This is an optimization exercise on Yosys and OpenROAD, whose aim is small area and a short achievable clock period, not a production implementation. At most, simulation tests tie the RTL to the original design; equivalence was not proved. Power figures rest on the tool's default switching activity, not on a simulated workload.

==> inputs of harbor <==
==> flow/design.v <==
module regPC(CLK, RST_n, IN, OUT);
input CLK, RST_n;
input [31 : 0] IN;
output reg [31 : 0] OUT;
always_ff @(posedge CLK or negedge RST_n)
	if (!RST_n)
		OUT <= 32'hfffffffc;
	else
		OUT <= IN;
endmodule
module ALU(Op, sol, Op1, Op2);
input [3:0] Op;
input [31:0] Op1, Op2;
output reg [31:0] sol;
wire sub = Op[3] | Op[1];
wire [31:0] sum;
wire cout;
ksadd add(.a(Op1), .b(Op2 ^ {32{sub}}), .cin(sub), .s(sum), .cout(cout));
wire ltu = ~cout;
wire left = ~Op[2];
wire big = |Op2[31:5];
wire [31:0] sin, sout, srev;
genvar g;
generate
	for (g = 0; g < 32; g = g + 1) begin : rev
		assign sin[g] = left ? Op1[31-g] : Op1[g];
		assign srev[g] = sout[31-g];
	end
endgenerate
assign sout = sin >> Op2[4:0];
wire [31:0] shres = big ? 32'b0 : (left ? srev : sout);
always_comb
begin
	case(Op)
		4'b0000, 4'b1000 : sol = sum;
		4'b0001, 4'b0101, 4'b1101 : sol = shres;
		4'b0010, 4'b0011 : sol = {31'b0, ltu};
		4'b0100 : sol = Op1 ^ Op2;
		4'b0110 : sol = Op1 | Op2;
		4'b0111 : sol = Op1 & Op2;
		4'b1001 : sol = {31'b0, Op1 == Op2};
		4'b1111 : sol = Op2;
		default : sol = 0;
	endcase
end
endmodule
module Branch(Op, R1, R2, Zero);
input [3:0] Op;
input [31:0] R1, R2;
output reg Zero;
wire [31:0] x = R1 ^ R2;
wire [31:0] o = R1 | R2;
wire eq = ~|x;
wire big = |R2[31:5];
wire [31:0] lmask = 32'hffffffff >> R2[4:0];	 
wire [31:0] rmask = 32'hffffffff << R2[4:0];	 
always_comb
begin
	case(Op)
		4'b0000 : Zero = (x == {o[30:0], 1'b0});	 
		4'b1000, 4'b0100 : Zero = eq;
		4'b0001 : Zero = big | ~|(R1 & lmask);
		4'b0101, 4'b1101 : Zero = big | ~|(R1 & rmask);
		4'b0010, 4'b0011 : Zero = ~(R1 < R2);
		4'b0110 : Zero = ~|o;
		4'b0111 : Zero = ~|(R1 & R2);
		4'b1001 : Zero = ~eq;
		4'b1111 : Zero = ~|R2;
		default : Zero = 1'b1;
	endcase
end
endmodule
module ksadd(a, b, cin, s, cout);
input [31:0] a, b;
input cin;
output [31:0] s;
output cout;
wire [31:0] p = a ^ b;
wire [32:0] g0 = {a & b, cin};
wire [32:0] p0 = {p, 1'b0};
wire [32:0] g1, p1, g2, p2, g3, p3, g4, p4, g5, p5;
kslevel #(1)  k1(.gi(g0), .pi(p0), .go(g1), .po(p1));
kslevel #(2)  k2(.gi(g1), .pi(p1), .go(g2), .po(p2));
kslevel #(4)  k3(.gi(g2), .pi(p2), .go(g3), .po(p3));
kslevel #(8)  k4(.gi(g3), .pi(p3), .go(g4), .po(p4));
kslevel #(16) k5(.gi(g4), .pi(p4), .go(g5), .po(p5));
assign s = p ^ g5[31:0];
assign cout = g5[32] | (p5[32] & cin);
endmodule
module kslevel #(parameter D = 1) (gi, pi, go, po);
input [32:0] gi, pi;
output [32:0] go, po;
assign go = gi | (pi & {gi[32-D:0], {D{1'b0}}});
assign po = pi & {pi[32-D:0], {D{1'b0}}};
endmodule
module ALUControl(is_add, is_passB, IN, OUT);
input is_add, is_passB;
input [3 : 0] IN;
output [3 : 0] OUT;
assign OUT = is_add ? 4'b0000 : is_passB ? 4'b1111 : IN;
endmodule
module ImmGen (IN, OUT);
input [31 : 0] IN;
output reg [31 : 0] OUT;
always_comb
begin
	case(IN[6:2])
		5'b00100 : OUT = {{20{IN[31]}},IN[31:20]};  
		5'b01000 : OUT = {{20{IN[31]}},IN[31:25],IN[11:7]};  
		5'b11000 : OUT = {{20{IN[31]}},IN[7],IN[30:25],IN[11:8],1'b0};  
		5'b01101 : OUT = {IN[31:12],12'b0};  
		5'b00101 : OUT = {{12{IN[31]}},IN[31:12]};  
		5'b11011 : OUT = {{12{IN[31]}},IN[19:12],IN[20],IN[30:21],1'b0};  
		5'b11001 : OUT = {{19{IN[31]}},IN[31:20],1'b0};  
		5'b00000 : OUT = {{20{IN[31]}},IN[31:20]};  
		default : OUT = 0;
	endcase
end
endmodule
module registers(sel, data, ext, extsel, q);
input [31:1] sel;
input [32*31-1:0] data;
input [31:0] ext;
input extsel;
output reg [31:0] q;
integer i;
always_comb
begin
	q = ext & {32{extsel}};
	for (i = 1; i < 32; i = i + 1)
		q = q | (data[32*(i-1) +: 32] & {32{sel[i]}});
end
endmodule
module adder(Op1, Op2, Sol);
input [31 : 0] Op1, Op2;
output [31 : 0] Sol;
assign Sol = Op1 + Op2;
endmodule
module MUX(in1, in2, ctr, out);
input [31 : 0] in1, in2;
input ctr;
output [31 : 0] out;
assign out = ctr ? in2 : in1;
endmodule
module control(IN, is_load, is_store, is_br, is_addpc, is_lui, selB, RegWrite);
input [4:0] IN;
output is_load, is_store, is_br, is_addpc, is_lui, selB, RegWrite;
wire is_alui  = (IN == 5'b00100);
wire is_alur  = (IN == 5'b01100);
wire is_jalr  = (IN == 5'b11001);
wire is_jal   = (IN == 5'b11011);
wire is_auipc = (IN == 5'b00101);
assign is_load  = (IN == 5'b00000);
assign is_store = (IN == 5'b01000);
assign is_br    = (IN == 5'b11000);
assign is_lui   = (IN == 5'b01101);
assign is_addpc = is_jalr | is_jal | is_auipc;
assign selB = is_alui | is_store | is_jal | is_lui | is_auipc;
assign RegWrite = is_load | is_alui | is_alur | is_addpc | is_lui;
endmodule
module top(CLK, RST_N, idata, ddata_r, iaddr, daddr, ddata_w, WRam);
input CLK, RST_N;
input [31 : 0] idata;
input [31 : 0] ddata_r;
output [9 : 0] iaddr, daddr;
output [31 : 0] ddata_w;
output WRam;
wire [4:0] rs1 = idata[19:15];
wire [4:0] rs2 = idata[24:20];
wire [4:0] rd  = idata[11:7];
wire [31:0] PC, PC4, PCIMM, PCSEQ, PCPREV;
wire [31:0] IMM, Reg1, Reg2, A, B, RES;
wire [3:0]  OP;
wire is_load, is_store, is_br, is_addpc, is_lui, selB, RegWrite, zero;
control ctrl(
	.IN(idata[6:2]),
	.is_load(is_load),
	.is_store(is_store),
	.is_br(is_br),
	.is_addpc(is_addpc),
	.is_lui(is_lui),
	.selB(selB),
	.RegWrite(RegWrite));
ImmGen immgen(.IN(idata), .OUT(IMM));
ALUControl aluctl(
	.is_add(is_store | (is_addpc & ~idata[4])),
	.is_passB(is_lui | is_load),
	.IN({idata[30], idata[14:12]}),
	.OUT(OP));
reg [31:0] Areg, Breg, tgt;
reg [3:0]  opreg;
reg [4:0]  prd;
reg        pvalid, pjmp, pbr;
always_ff @(posedge CLK)
begin
	Areg  <= A;
	Breg  <= B;
	opreg <= OP;
	prd   <= rd;
	tgt   <= PCIMM;
end
always_ff @(posedge CLK or negedge RST_N)
	if (!RST_N) begin
		pvalid <= 1'b0;
		pjmp   <= 1'b0;
		pbr    <= 1'b0;
	end else begin
		pvalid <= RegWrite && (rd != 0);
		pjmp   <= is_addpc;
		pbr    <= is_br;
	end
regPC pcreg(.CLK(CLK), .RST_n(RST_N), .IN(PC), .OUT(PCPREV));
ALU alu(.Op(opreg), .Op1(Areg), .Op2(Breg), .sol(RES));
Branch br(.Op(opreg), .R1(Areg), .R2(Breg), .Zero(zero));
adder addseq(.Op1(PCPREV), .Op2(32'd4), .Sol(PCSEQ));
MUX muxPC(.in1(PCSEQ), .in2(tgt), .ctr(pjmp | (pbr & zero)), .out(PC));
adder add4(.Op1(PC), .Op2(32'd4), .Sol(PC4));
adder addimm(.Op1(PC), .Op2(IMM), .Sol(PCIMM));
reg [31:0] regis [1:31];
reg [31:1] valid;
wire [31:1] cap, com, sel1, sel2;
wire [32*31-1:0] flat;
genvar g;
generate
	for (g = 1; g < 32; g = g + 1) begin : rf
		assign cap[g] = RegWrite && (rd == g);
		assign com[g] = pvalid && (prd == g);
		assign sel1[g] = valid[g] && (rs1 == g);
		assign sel2[g] = valid[g] && (rs2 == g);
		assign flat[32*(g-1) +: 32] = regis[g];
		always_ff @(posedge CLK)
			if (com[g])
				regis[g] <= RES;
	end
endgenerate
always_ff @(posedge CLK, negedge RST_N)
	if (!RST_N)
		valid <= 0;
	else
		valid <= (valid | com) & ~cap;
wire byp1 = pvalid && (prd == rs1);
wire byp2 = pvalid && (prd == rs2);
registers rd1(.sel(sel1), .data(flat), .ext(RES), .extsel(byp1), .q(Reg1));
registers rd2(.sel(sel2), .data(flat), .ext(RES), .extsel(byp2), .q(Reg2));
assign A = is_addpc ? PC4 : Reg1;
assign B = is_load ? ddata_r : selB ? IMM : Reg2;
wire [9:0] dimm = {idata[29:25], is_store ? idata[11:7] : idata[24:20]};
assign daddr = Reg1[9:0] + dimm;
assign ddata_w = Reg2;
assign WRam = is_store;
assign iaddr = PC[11:2];
endmodule
==> flow/run.sh <==
#!/bin/bash
# synth_recipe.tcl (not shown) runs the flow's synth.tcl, then flattens the netlist and writes it again
# the make line also repeats each setting of config.mk as NAME=value (left out here)
make -C /OpenROAD-flow-scripts/flow DESIGN_CONFIG=/design/flow/config.mk WORK_HOME=/design/flow/orfs CLKGATE_MAP_FILE= SYNTH_SCRIPT=/design/flow/synth_recipe.tcl finish
==> flow/config.mk <==
export PLATFORM = sky130hd
export DESIGN_NAME = top
export DESIGN_NICKNAME = top
export VERILOG_FILES = /design/flow/design.v
export SDC_FILE = /design/flow/constraint.sdc
export NUM_CORES = 4
export LEC_CHECK = 0
export CAP_MARGIN = 20
export CORE_MARGIN = 2
export CORE_UTILIZATION = 30
export PLACE_DENSITY = 0.5
export SETUP_SLACK_MARGIN = 5
export SLEW_MARGIN = 20
export SYNTH_HIERARCHICAL = 1
export SYNTH_MINIMUM_KEEP_SIZE = 1000
==> flow/constraint.sdc <==
create_clock -name core_clock -period 12.0 [get_ports {CLK}]
set_input_delay 2.4000 -clock core_clock [delete_from_list [all_inputs] [get_ports {CLK}]]
set_output_delay 2.4000 -clock core_clock [all_outputs]
set_load 0.01 [all_outputs]
==> lagoon: changes against harbor <==
--- a/flow/design.v
+++ b/flow/design.v
@@ -1,22 +1,24 @@
-module regPC(CLK, RST_n, IN, OUT);
-input CLK, RST_n;
-input [31 : 0] IN;
-output reg [31 : 0] OUT;
-always_ff @(posedge CLK or negedge RST_n)
-	if (!RST_n)
-		OUT <= 32'hfffffffc;
-	else
-		OUT <= IN;
-endmodule
-module ALU(Op, sol, Op1, Op2);
+module regPC(PCPREV, TGT, taken, PC);
+input [31 : 0] PCPREV, TGT;
+input taken;
+output [31 : 0] PC;
+wire [31 : 0] PCSEQ = PCPREV + 32'd4;
+assign PC = taken ? TGT : PCSEQ;
+endmodule
+module ALU(Op, Zero, sol, Op1, Op2);
 input [3:0] Op;
 input [31:0] Op1, Op2;
+output reg Zero;
 output reg [31:0] sol;
 wire sub = Op[3] | Op[1];
 wire [31:0] sum;
 wire cout;
 ksadd add(.a(Op1), .b(Op2 ^ {32{sub}}), .cin(sub), .s(sum), .cout(cout));
 wire ltu = ~cout;
+wire [31:0] x = Op1 ^ Op2;
+wire [31:0] o = Op1 | Op2;
+wire [31:0] a = Op1 & Op2;
+wire eq = ~|x;
 wire left = ~Op[2];
 wire big = |Op2[31:5];
 wire [31:0] sin, sout, srev;
@@ -35,37 +37,25 @@
 		4'b0000, 4'b1000 : sol = sum;
 		4'b0001, 4'b0101, 4'b1101 : sol = shres;
 		4'b0010, 4'b0011 : sol = {31'b0, ltu};
-		4'b0100 : sol = Op1 ^ Op2;
-		4'b0110 : sol = Op1 | Op2;
-		4'b0111 : sol = Op1 & Op2;
-		4'b1001 : sol = {31'b0, Op1 == Op2};
+		4'b0100 : sol = x;
+		4'b0110 : sol = o;
+		4'b0111 : sol = a;
+		4'b1001 : sol = {31'b0, eq};
 		4'b1111 : sol = Op2;
 		default : sol = 0;
 	endcase
 end
-endmodule
-module Branch(Op, R1, R2, Zero);
-input [3:0] Op;
-input [31:0] R1, R2;
-output reg Zero;
-wire [31:0] x = R1 ^ R2;
-wire [31:0] o = R1 | R2;
-wire eq = ~|x;
-wire big = |R2[31:5];
-wire [31:0] lmask = 32'hffffffff >> R2[4:0];	 
-wire [31:0] rmask = 32'hffffffff << R2[4:0];	 
 always_comb
 begin
 	case(Op)
 		4'b0000 : Zero = (x == {o[30:0], 1'b0});	 
 		4'b1000, 4'b0100 : Zero = eq;
-		4'b0001 : Zero = big | ~|(R1 & lmask);
-		4'b0101, 4'b1101 : Zero = big | ~|(R1 & rmask);
-		4'b0010, 4'b0011 : Zero = ~(R1 < R2);
+		4'b0001, 4'b0101, 4'b1101 : Zero = ~|shres;
+		4'b0010, 4'b0011 : Zero = ~ltu;
 		4'b0110 : Zero = ~|o;
-		4'b0111 : Zero = ~|(R1 & R2);
+		4'b0111 : Zero = ~|a;
 		4'b1001 : Zero = ~eq;
-		4'b1111 : Zero = ~|R2;
+		4'b1111 : Zero = ~|Op2;
 		default : Zero = 1'b1;
 	endcase
 end
@@ -78,20 +68,18 @@
 wire [31:0] p = a ^ b;
 wire [32:0] g0 = {a & b, cin};
 wire [32:0] p0 = {p, 1'b0};
-wire [32:0] g1, p1, g2, p2, g3, p3, g4, p4, g5, p5;
-kslevel #(1)  k1(.gi(g0), .pi(p0), .go(g1), .po(p1));
-kslevel #(2)  k2(.gi(g1), .pi(p1), .go(g2), .po(p2));
-kslevel #(4)  k3(.gi(g2), .pi(p2), .go(g3), .po(p3));
-kslevel #(8)  k4(.gi(g3), .pi(p3), .go(g4), .po(p4));
-kslevel #(16) k5(.gi(g4), .pi(p4), .go(g5), .po(p5));
+wire [32:0] g1 = g0 | (p0 & {g0[31:0], 1'b0});
+wire [32:0] p1 = p0 & {p0[31:0], 1'b0};
+wire [32:0] g2 = g1 | (p1 & {g1[30:0], 2'b0});
+wire [32:0] p2 = p1 & {p1[30:0], 2'b0};
+wire [32:0] g3 = g2 | (p2 & {g2[28:0], 4'b0});
+wire [32:0] p3 = p2 & {p2[28:0], 4'b0};
+wire [32:0] g4 = g3 | (p3 & {g3[24:0], 8'b0});
+wire [32:0] p4 = p3 & {p3[24:0], 8'b0};
+wire [32:0] g5 = g4 | (p4 & {g4[16:0], 16'b0});
+wire [32:0] p5 = p4 & {p4[16:0], 16'b0};
 assign s = p ^ g5[31:0];
 assign cout = g5[32] | (p5[32] & cin);
-endmodule
-module kslevel #(parameter D = 1) (gi, pi, go, po);
-input [32:0] gi, pi;
-output [32:0] go, po;
-assign go = gi | (pi & {gi[32-D:0], {D{1'b0}}});
-assign po = pi & {pi[32-D:0], {D{1'b0}}};
 endmodule
 module ALUControl(is_add, is_passB, IN, OUT);
 input is_add, is_passB;
@@ -135,6 +123,20 @@
 input [31 : 0] Op1, Op2;
 output [31 : 0] Sol;
 assign Sol = Op1 + Op2;
+endmodule
+module adder10(Op1, Op2, Sol);
+input [9:0] Op1, Op2;
+output [9:0] Sol;
+wire [9:0] p = Op1 ^ Op2;
+wire [9:0] g0 = Op1 & Op2;
+wire [9:0] g1 = g0 | (p  & {g0[8:0], 1'b0});
+wire [9:0] p1 = p  & {p[8:0], 1'b0};
+wire [9:0] g2 = g1 | (p1 & {g1[7:0], 2'b0});
+wire [9:0] p2 = p1 & {p1[7:0], 2'b0};
+wire [9:0] g3 = g2 | (p2 & {g2[5:0], 4'b0});
+wire [9:0] p3 = p2 & {p2[5:0], 4'b0};
+wire [9:0] g4 = g3 | (p3 & {g3[1:0], 8'b0});
+assign Sol = p ^ {g4[8:0], 1'b0};
 endmodule
 module MUX(in1, in2, ctr, out);
 input [31 : 0] in1, in2;
@@ -168,8 +170,8 @@
 wire [4:0] rs1 = idata[19:15];
 wire [4:0] rs2 = idata[24:20];
 wire [4:0] rd  = idata[11:7];
-wire [31:0] PC, PC4, PCIMM, PCSEQ, PCPREV;
-wire [31:0] IMM, Reg1, Reg2, A, B, RES;
+wire [31:0] PC, PC4, PCIMM, PCPREV;
+wire [31:0] IMM, Reg1, Reg1a, Reg2, A, B, RES;
 wire [3:0]  OP;
 wire is_load, is_store, is_br, is_addpc, is_lui, selB, RegWrite, zero;
 control ctrl(
@@ -209,12 +211,16 @@
 		pjmp   <= is_addpc;
 		pbr    <= is_br;
 	end
-regPC pcreg(.CLK(CLK), .RST_n(RST_N), .IN(PC), .OUT(PCPREV));
-ALU alu(.Op(opreg), .Op1(Areg), .Op2(Breg), .sol(RES));
-Branch br(.Op(opreg), .R1(Areg), .R2(Breg), .Zero(zero));
-adder addseq(.Op1(PCPREV), .Op2(32'd4), .Sol(PCSEQ));
-MUX muxPC(.in1(PCSEQ), .in2(tgt), .ctr(pjmp | (pbr & zero)), .out(PC));
-adder add4(.Op1(PC), .Op2(32'd4), .Sol(PC4));
+reg [31:0] pcprev;
+always_ff @(posedge CLK or negedge RST_N)
+	if (!RST_N)
+		pcprev <= 32'hfffffffc;
+	else
+		pcprev <= PC;
+assign PCPREV = pcprev;
+ALU alu(.Op(opreg), .Op1(Areg), .Op2(Breg), .sol(RES), .Zero(zero));
+regPC pcsel(.PCPREV(PCPREV), .TGT(tgt), .taken(pjmp | (pbr & zero)), .PC(PC));
+assign PC4 = PC + 32'd4;
 adder addimm(.Op1(PC), .Op2(IMM), .Sol(PCIMM));
 reg [31:0] regis [1:31];
 reg [31:1] valid;
@@ -240,12 +246,16 @@
 		valid <= (valid | com) & ~cap;
 wire byp1 = pvalid && (prd == rs1);
 wire byp2 = pvalid && (prd == rs2);
-registers rd1(.sel(sel1), .data(flat), .ext(RES), .extsel(byp1), .q(Reg1));
+registers rd1(.sel(sel1), .data(flat), .ext(32'b0), .extsel(1'b0), .q(Reg1a));
+assign Reg1 = Reg1a | (RES & {32{byp1}});
 registers rd2(.sel(sel2), .data(flat), .ext(RES), .extsel(byp2), .q(Reg2));
-assign A = is_addpc ? PC4 : Reg1;
+MUX muxA(.in1(Reg1), .in2(PC4), .ctr(is_addpc), .out(A));
 assign B = is_load ? ddata_r : selB ? IMM : Reg2;
 wire [9:0] dimm = {idata[29:25], is_store ? idata[11:7] : idata[24:20]};
-assign daddr = Reg1[9:0] + dimm;
+wire [9:0] daddr_rf, daddr_byp;
+adder10 adrf(.Op1(Reg1a[9:0]), .Op2(dimm), .Sol(daddr_rf));
+adder10 adbyp(.Op1(RES[9:0]), .Op2(dimm), .Sol(daddr_byp));
+assign daddr = byp1 ? daddr_byp : daddr_rf;
 assign ddata_w = Reg2;
 assign WRam = is_store;
 assign iaddr = PC[11:2];
==> flow/flow/run.sh (new file) <==
#!/bin/bash
# The standard layout, with two changes: the port buffers are buf_4
# (the default pick is a delay cell), and timing repair may resize cells
# across footprints.
set -euo pipefail
bash standard.sh MATCH_CELL_FOOTPRINT=0 "BUFFER_PORTS_ARGS=-buffer_cell sky130_fd_sc_hd__buf_4" finish > standard.log 2>&1
==> flow/standard.sh (new file) <==
#!/bin/bash
# synth_recipe.tcl (not shown) runs the flow's synth.tcl, then flattens the netlist and writes it again
# the make line also repeats each setting of config.mk as NAME=value (left out here)
make -C /OpenROAD-flow-scripts/flow DESIGN_CONFIG=/design/flow/config.mk WORK_HOME=/design/flow/orfs CLKGATE_MAP_FILE= SYNTH_SCRIPT=/design/flow/synth_recipe.tcl "${@:-finish}"
Settings changed: CAP_MARGIN 20 to 30, CORE_UTILIZATION 30 to 50, PLACE_DENSITY 0.5 to 0.6, SETUP_SLACK_MARGIN 5 to 3, SLEW_MARGIN 20 to 30, SYNTH_MINIMUM_KEEP_SIZE 1000 to 0.
removed: flow/run.sh
==> garnet: changes against harbor <==
--- a/flow/design.v
+++ b/flow/design.v
@@ -8,15 +8,20 @@
 	else
 		OUT <= IN;
 endmodule
-module ALU(Op, sol, Op1, Op2);
+module ALU(Op, Zero, sol, Op1, Op2);
 input [3:0] Op;
 input [31:0] Op1, Op2;
+output reg Zero;
 output reg [31:0] sol;
 wire sub = Op[3] | Op[1];
 wire [31:0] sum;
 wire cout;
 ksadd add(.a(Op1), .b(Op2 ^ {32{sub}}), .cin(sub), .s(sum), .cout(cout));
 wire ltu = ~cout;
+wire [31:0] x = Op1 ^ Op2;
+wire [31:0] o = Op1 | Op2;
+wire [31:0] a = Op1 & Op2;
+wire eq = ~|x;
 wire left = ~Op[2];
 wire big = |Op2[31:5];
 wire [31:0] sin, sout, srev;
@@ -35,37 +40,25 @@
 		4'b0000, 4'b1000 : sol = sum;
 		4'b0001, 4'b0101, 4'b1101 : sol = shres;
 		4'b0010, 4'b0011 : sol = {31'b0, ltu};
-		4'b0100 : sol = Op1 ^ Op2;
-		4'b0110 : sol = Op1 | Op2;
-		4'b0111 : sol = Op1 & Op2;
-		4'b1001 : sol = {31'b0, Op1 == Op2};
+		4'b0100 : sol = x;
+		4'b0110 : sol = o;
+		4'b0111 : sol = a;
+		4'b1001 : sol = {31'b0, eq};
 		4'b1111 : sol = Op2;
 		default : sol = 0;
 	endcase
 end
-endmodule
-module Branch(Op, R1, R2, Zero);
-input [3:0] Op;
-input [31:0] R1, R2;
-output reg Zero;
-wire [31:0] x = R1 ^ R2;
-wire [31:0] o = R1 | R2;
-wire eq = ~|x;
-wire big = |R2[31:5];
-wire [31:0] lmask = 32'hffffffff >> R2[4:0];	 
-wire [31:0] rmask = 32'hffffffff << R2[4:0];	 
 always_comb
 begin
 	case(Op)
 		4'b0000 : Zero = (x == {o[30:0], 1'b0});	 
 		4'b1000, 4'b0100 : Zero = eq;
-		4'b0001 : Zero = big | ~|(R1 & lmask);
-		4'b0101, 4'b1101 : Zero = big | ~|(R1 & rmask);
-		4'b0010, 4'b0011 : Zero = ~(R1 < R2);
+		4'b0001, 4'b0101, 4'b1101 : Zero = ~|shres;
+		4'b0010, 4'b0011 : Zero = ~ltu;
 		4'b0110 : Zero = ~|o;
-		4'b0111 : Zero = ~|(R1 & R2);
+		4'b0111 : Zero = ~|a;
 		4'b1001 : Zero = ~eq;
-		4'b1111 : Zero = ~|R2;
+		4'b1111 : Zero = ~|Op2;
 		default : Zero = 1'b1;
 	endcase
 end
@@ -136,6 +129,20 @@
 output [31 : 0] Sol;
 assign Sol = Op1 + Op2;
 endmodule
+module adder10(Op1, Op2, Sol);
+input [9:0] Op1, Op2;
+output [9:0] Sol;
+wire [9:0] p = Op1 ^ Op2;
+wire [9:0] g0 = Op1 & Op2;
+wire [9:0] g1 = g0 | (p  & {g0[8:0], 1'b0});
+wire [9:0] p1 = p  & {p[8:0], 1'b0};
+wire [9:0] g2 = g1 | (p1 & {g1[7:0], 2'b0});
+wire [9:0] p2 = p1 & {p1[7:0], 2'b0};
+wire [9:0] g3 = g2 | (p2 & {g2[5:0], 4'b0});
+wire [9:0] p3 = p2 & {p2[5:0], 4'b0};
+wire [9:0] g4 = g3 | (p3 & {g3[1:0], 8'b0});
+assign Sol = p ^ {g4[8:0], 1'b0};
+endmodule
 module MUX(in1, in2, ctr, out);
 input [31 : 0] in1, in2;
 input ctr;
@@ -169,7 +176,7 @@
 wire [4:0] rs2 = idata[24:20];
 wire [4:0] rd  = idata[11:7];
 wire [31:0] PC, PC4, PCIMM, PCSEQ, PCPREV;
-wire [31:0] IMM, Reg1, Reg2, A, B, RES;
+wire [31:0] IMM, Reg1, Reg1a, Reg2, A, B, RES;
 wire [3:0]  OP;
 wire is_load, is_store, is_br, is_addpc, is_lui, selB, RegWrite, zero;
 control ctrl(
@@ -210,8 +217,7 @@
 		pbr    <= is_br;
 	end
 regPC pcreg(.CLK(CLK), .RST_n(RST_N), .IN(PC), .OUT(PCPREV));
-ALU alu(.Op(opreg), .Op1(Areg), .Op2(Breg), .sol(RES));
-Branch br(.Op(opreg), .R1(Areg), .R2(Breg), .Zero(zero));
+ALU alu(.Op(opreg), .Op1(Areg), .Op2(Breg), .sol(RES), .Zero(zero));
 adder addseq(.Op1(PCPREV), .Op2(32'd4), .Sol(PCSEQ));
 MUX muxPC(.in1(PCSEQ), .in2(tgt), .ctr(pjmp | (pbr & zero)), .out(PC));
 adder add4(.Op1(PC), .Op2(32'd4), .Sol(PC4));
@@ -240,12 +246,16 @@
 		valid <= (valid | com) & ~cap;
 wire byp1 = pvalid && (prd == rs1);
 wire byp2 = pvalid && (prd == rs2);
-registers rd1(.sel(sel1), .data(flat), .ext(RES), .extsel(byp1), .q(Reg1));
+registers rd1(.sel(sel1), .data(flat), .ext(32'b0), .extsel(1'b0), .q(Reg1a));
+assign Reg1 = Reg1a | (RES & {32{byp1}});
 registers rd2(.sel(sel2), .data(flat), .ext(RES), .extsel(byp2), .q(Reg2));
 assign A = is_addpc ? PC4 : Reg1;
 assign B = is_load ? ddata_r : selB ? IMM : Reg2;
 wire [9:0] dimm = {idata[29:25], is_store ? idata[11:7] : idata[24:20]};
-assign daddr = Reg1[9:0] + dimm;
+wire [9:0] daddr_rf, daddr_byp;
+adder10 adrf(.Op1(Reg1a[9:0]), .Op2(dimm), .Sol(daddr_rf));
+adder10 adbyp(.Op1(RES[9:0]), .Op2(dimm), .Sol(daddr_byp));
+assign daddr = byp1 ? daddr_byp : daddr_rf;
 assign ddata_w = Reg2;
 assign WRam = is_store;
 assign iaddr = PC[11:2];
==> flow/flow/run.sh (new file) <==
#!/bin/bash
# The standard layout, with two changes: the port buffers are buf_4
# (the default pick is a delay cell), and timing repair may resize cells
# across footprints.
set -euo pipefail
bash standard.sh MATCH_CELL_FOOTPRINT=0 "BUFFER_PORTS_ARGS=-buffer_cell sky130_fd_sc_hd__buf_4" finish > standard.log 2>&1
==> flow/standard.sh (new file) <==
#!/bin/bash
# synth_recipe.tcl (not shown) runs the flow's synth.tcl, then flattens the netlist and writes it again
# the make line also repeats each setting of config.mk as NAME=value (left out here)
make -C /OpenROAD-flow-scripts/flow DESIGN_CONFIG=/design/flow/config.mk WORK_HOME=/design/flow/orfs CLKGATE_MAP_FILE= SYNTH_SCRIPT=/design/flow/synth_recipe.tcl "${@:-finish}"
Settings changed: CAP_MARGIN 20 to 30, CORE_UTILIZATION 30 to 50, CTS_BUF_LIST set to sky130_fd_sc_hd__clkbuf_4 sky130_fd_sc_hd__clkbuf_8, CTS_CLUSTER_SIZE set to 30, PLACE_DENSITY 0.5 to 0.6, SETUP_SLACK_MARGIN 5 to 3, SLEW_MARGIN 20 to 30.
removed: flow/run.sh
==> comparison table <==
quantity                                                                                    garnet          lagoon          harbor
Crit Reg-Reg Endpoint                                                                      tgt[31]         tgt[28]         tgt[28]
Fraction of met3 tracks used by global routing                                               12.6%           12.5%           5.59%
Result of the run                                                                   finished clean  finished clean  finished clean
Via count of the first global-routing pass                                                  47,186          46,534          48,241
WL final                                                                                    260 mm          266 mm          288 mm
Post-synthesis instance total                                                                4,876           4,894           5,113
All-layer global routing usage                                                               41.4%           42.3%           26.5%
Horiz. Die Dim                                                                              348 um          351 um          455 um
Iteration-0 DRC count of the detailed router                                                 8,701           8,359           7,781
Global-route wire length before repair                                                      351 mm          361 mm          388 mm
R2R Setup Slk                                                                              3.77 ns         3.65 ns         5.23 ns
Headroom to the max-slew limit                                                               27.2%           31.1%           32.3%
Sequential cell fraction of total power                                                      43.9%           42.4%           39.0%
Post-synthesis compound-gate area fraction                                                   20.5%           20.2%           20.3%
Power in the clock group                                                                 0.00357 W       0.00377 W       0.00384 W
Area of the die                                                                      121,000 sq um   123,000 sq um   207,000 sq um
Number of distinct library cell variants in the gate-level netlist after synthesis              99             103             118
Fraction of final layout cells with drive strength greater than 1                            17.9%           15.0%           22.2%
Worst Setup EP                                                                            daddr[9]        daddr[9]        daddr[8]
For harbor and lagoon, only the layout was checked, not whether the RTL still works.

-- re-timing with driven ports --
No port has a modelled driver above. Below, the same layouts with a new extraction and two added sets of constraints.
Step 1 assumes that a clkbuf_16 drives the clock port and a buf_2 every other input.
Step 2 moves the port delays by t, midway between the first and last clock arrival at a register: inputs arrive t later, outputs are due t later. That takes back most of the time a late clock gives input paths.
a / b / c = ideal ports / drivers / drivers and shift; a / b = the first two.
run	t, ns	slack for setup (ns)	worst setup path after step 2	latest minus earliest clock arrival (ns)
harbor	0.859	3.073 / 2.992 / 3.111	input to output	0.034 / 0.033
lagoon	0.837	3.049 / 2.999 / 3.005	input to output	0.093 / 0.093
garnet	1.003	2.773 / 2.749 / 2.749	input to output	0.080 / 0.080
After both steps every run listed still meets setup and hold. The setup slack of lagoon, which loses most, moves by -0.050 ns with the drivers and by -0.044 ns with both steps.
